This is an optimization exercise on Yosys and OpenROAD, whose aim is small area, a short achievable clock period and few clock cycles, not a production implementation.

## JK
==> flow/design.v <==
module encrpytion        
    # (parameter k = 32)(
    input clk,               
    input rst,               
    input en,                
    input [k-1:0]a,          
    input [2*k-1:0]n,        
    input [k:0]e,            
    output [k-1:0]cipher,    
    output reg ready_flag    
    );
localparam KS = 2;                   
localparam W  = 35;                  
localparam NW = 32 / KS;             
localparam JW = 5;                   
localparam ST_MUL  = 3'd0;           
localparam ST_CONV = 3'd1;           
localparam ST_NORM = 3'd2;           
localparam ST_FIX  = 3'd3;           
localparam ST_UNA  = 3'd4;           
localparam ST_UNB  = 3'd5;           
reg  [W-1:0]  S, C;       
reg  [32:0]   R;          
reg  [31:0]   N;          
reg  [4:0]    sh;         
reg  [KS-1:0] dq;         
reg           lastc;      
reg  [JW-1:0] j;          
reg  [4:0]    idx;        
reg           ebit;       
reg           sq;         
reg  [2:0]    st;
reg           run;
assign cipher = R[31:0];
reg  [4:0] idx0;
integer i;
always @(*) begin
    idx0 = 5'd0;
    for (i = 1; i <= k; i = i + 1)
        if (e[i]) idx0 = i - 1;
end
wire [W-1:0] Y  = {{(W-33){R[32]}}, R};
wire [W-1:0] Nx = {{(W-32){1'b0}}, N};
wire [W-1:0] N2 = {{(W-33){1'b0}}, N, 1'b0};
reg [27:0] thr;
always @(*) begin
    case (N[30:27])
        4'd0: thr = {7'd125, 7'd117, 7'd5, 7'd13};
        4'd1: thr = {7'd125, 7'd116, 7'd5, 7'd13};
        4'd2: thr = {7'd124, 7'd115, 7'd5, 7'd14};
        4'd3: thr = {7'd124, 7'd115, 7'd5, 7'd15};
        4'd4: thr = {7'd124, 7'd114, 7'd6, 7'd16};
        4'd5: thr = {7'd124, 7'd113, 7'd6, 7'd16};
        4'd6: thr = {7'd123, 7'd112, 7'd6, 7'd17};
        4'd7: thr = {7'd123, 7'd112, 7'd6, 7'd18};
        4'd8: thr = {7'd123, 7'd111, 7'd7, 7'd19};
        4'd9: thr = {7'd123, 7'd110, 7'd7, 7'd19};
        4'd10: thr = {7'd122, 7'd109, 7'd7, 7'd20};
        4'd11: thr = {7'd122, 7'd109, 7'd7, 7'd21};
        4'd12: thr = {7'd122, 7'd108, 7'd8, 7'd22};
        4'd13: thr = {7'd122, 7'd107, 7'd8, 7'd22};
        4'd14: thr = {7'd121, 7'd106, 7'd8, 7'd23};
        4'd15: thr = {7'd121, 7'd106, 7'd8, 7'd24};
        default: thr = 28'd0;
    endcase
end
wire [6:0] nA1 = thr[27:21], nA3 = thr[20:14], nB1 = thr[13:7], nB3 = thr[6:0];
function ge7;    
    input [6:0] x, y, nt;
    reg [6:0] ps, pc;
    reg [6:0] r;
    begin
        ps = x ^ y ^ nt;
        pc = {((x[5:0] & y[5:0]) | (x[5:0] & nt[5:0]) | (y[5:0] & nt[5:0])), 1'b0};
        r  = ps + pc;
        ge7 = ~r[6];
    end
endfunction
reg [W-1:0] vs [0:KS];
reg [W-1:0] vc [0:KS];
reg [W-1:0] z, s1, c1, z2;
reg         nz, qp, qn, q2;
integer     t;
always @(*) begin
    vs[0] = S;
    vc[0] = C;
    for (t = 0; t < KS; t = t + 1) begin
        nz  = dq[KS-1-t];
        z   = nz ? Y : {W{1'b0}};
        s1  = {vs[t][W-2:0], 1'b0} ^ {vc[t][W-2:0], 1'b0} ^ z;
        c1  = {(({vs[t][W-3:0], 1'b0} & {vc[t][W-3:0], 1'b0}) |
                ({vs[t][W-3:0], 1'b0} & z[W-2:0]) |
                ({vc[t][W-3:0], 1'b0} & z[W-2:0])), 1'b0};
        qp  = ge7(s1[34:28], c1[34:28], nA1);
        q2  = ge7(s1[34:28], c1[34:28], nA3) | ~ge7(s1[34:28], c1[34:28], nB3);
        qn  = ~ge7(s1[34:28], c1[34:28], nB1);
        z2  = (qp | qn) ? ((q2 ? N2 : Nx) ^ {W{qp}}) : {W{1'b0}};
        vs[t+1] = s1 ^ c1 ^ z2;
        vc[t+1] = {((s1[W-2:0] & c1[W-2:0]) | (s1[W-2:0] & z2[W-2:0]) |
                    (c1[W-2:0] & z2[W-2:0])), qp};
    end
end
wire        cpa_conv = (st == ST_CONV);
wire [32:0] opA = cpa_conv ? S[32:0] : R;
wire [32:0] opB = cpa_conv ? C[32:0] : ((st == ST_FIX) ? {1'b0, N} : ~{1'b0, N});
wire [32:0] sum = opA + opB + {32'd0, st == ST_UNB};
wire [KS-1:0] wsq  = R[KS*j +: KS];
wire [KS-1:0] wmul = a[KS*j +: KS];
wire idle   = ~run & ~ready_flag;
wire domul  = sq & ebit;
wire conv_done = ~domul & (idx == 5'd0);
wire fin    = ((st == ST_FIX) | (st == ST_UNB)) & (sh == 5'd0);
always @(posedge clk or posedge rst) begin
    if (rst) begin
        run <= 1'b0;
        ready_flag <= 1'b0;
    end else begin
        run <= en & (idle | (run & ~fin));
        ready_flag <= en & (ready_flag | (run & fin));
    end
end
always @(posedge clk) begin
    ebit <= e[idx];
    if (idle) begin
        R     <= {1'b0, a};
        N     <= n[31:0];
        sh    <= 5'd0;
        idx   <= idx0;
        sq    <= 1'b1;
        S     <= {W{1'b0}};
        C     <= {W{1'b0}};
        dq    <= a[31 -: KS];
        lastc <= 1'b0;
        j     <= NW - 2;
        st    <= n[31] ? ST_MUL : ST_NORM;
    end else if (run) begin
        case (st)
        ST_NORM: begin
            N  <= {N[30:0], 1'b0};
            sh <= sh + 5'd1;
            if (N[30]) st <= ST_MUL;
        end
        ST_MUL: begin
            S     <= vs[KS];
            C     <= vc[KS];
            dq    <= sq ? wsq : wmul;
            lastc <= (j == 0);
            j     <= j - 1'b1;
            if (lastc) st <= ST_CONV;
        end
        ST_CONV: begin
            R     <= sum;
            S     <= {W{1'b0}};
            C     <= {W{1'b0}};
            lastc <= 1'b0;
            j     <= NW - 2;
            if (domul) begin
                sq <= 1'b0;
                dq <= a[31 -: KS];
                st <= ST_MUL;
            end else if (idx == 5'd0) begin
                st <= ST_FIX;
            end else begin
                sq  <= 1'b1;
                idx <= idx - 5'd1;
                dq  <= sum[31 -: KS];
                S   <= {{(W-33){~sum[32]}}, ~sum} & {W{sum[32]}};
                C   <= {{(W-1){1'b0}}, sum[32]};
                st  <= ST_MUL;
            end
        end
        ST_FIX: begin
            if (R[32]) R <= sum;
            st <= ST_UNA;
        end
        ST_UNA: begin
            N  <= {1'b0, N[31:1]};
            sh <= sh - 5'd1;
            st <= ST_UNB;
        end
        ST_UNB: begin
            if (!sum[32]) R <= sum;
            st <= ST_UNA;
        end
        default: st <= ST_MUL;
        endcase
    end
end
endmodule
Settings: LEC_CHECK=0, CAP_MARGIN=20, CORE_MARGIN=2, CORE_UTILIZATION=55, PLACE_DENSITY=0.7, SETUP_SLACK_MARGIN=5, SLEW_MARGIN=20; clock period 10.0 ns.
run.sh (not shown) runs the stock make flow with config.mk's settings and CLKGATE_MAP_FILE= SYNTH_SCRIPT=/design/flow/synth_recipe.tcl, a recipe that flattens the netlist after the stock synthesis.
JK was carried through to the last stage, and its layout satisfied the timing, design-rule and antenna checks.
Input changes introduced in MS (baseline for comparison: JK):
-- flow/design.v --
<<< JK, line 10
    output reg ready_flag    
    );
localparam KS = 2;                   
localparam W  = 35;                  
localparam NW = 32 / KS;             
>>> MS, line 10
    output reg ready_flag    
    );
localparam KS = 1;                   
localparam W  = 35;                  
localparam NW = 32 / KS;             
## What came out
Delta (MS minus JK): final cell count fell 555, number of iterations in the first detailed-routing pass shows an increase of 2, overall routed net length lower. Count of non-CTS buffers in the layout in MS vs JK: down 25%.
Function was not checked in any run of this note: the RTL went through the layout flow alone.

[static timing again, ports no longer ideal]
The results above use ideal ports. As a check the final layouts listed here were re-extracted and re-timed, cells and wires unchanged. Step 1 sets driving cells, clkbuf_16 on the clock port and buf_2 on the other inputs (assumed; they add their load-dependent delay and slew). Step 2 times the ports against the registers' clock, not the clock port: input delays grow and output delays shrink by t, the midpoint of the rising clock arrivals with the driver on. Three values: ideal ports, drivers, drivers and shift; two values: the first two.
| run | t (ns) | setup slack, ns | worst slew at a driven data input, ns | pins driven straight from the clock port |
|---|---|---|---|---|
| JK | 0.508 | 1.236 / 1.236 / 1.236 | 0.04 | 1 |
| MS | 0.486 | 4.994 / 4.994 / 4.994 | 0.05 | 1 |
After both steps every run listed still meets setup and hold.
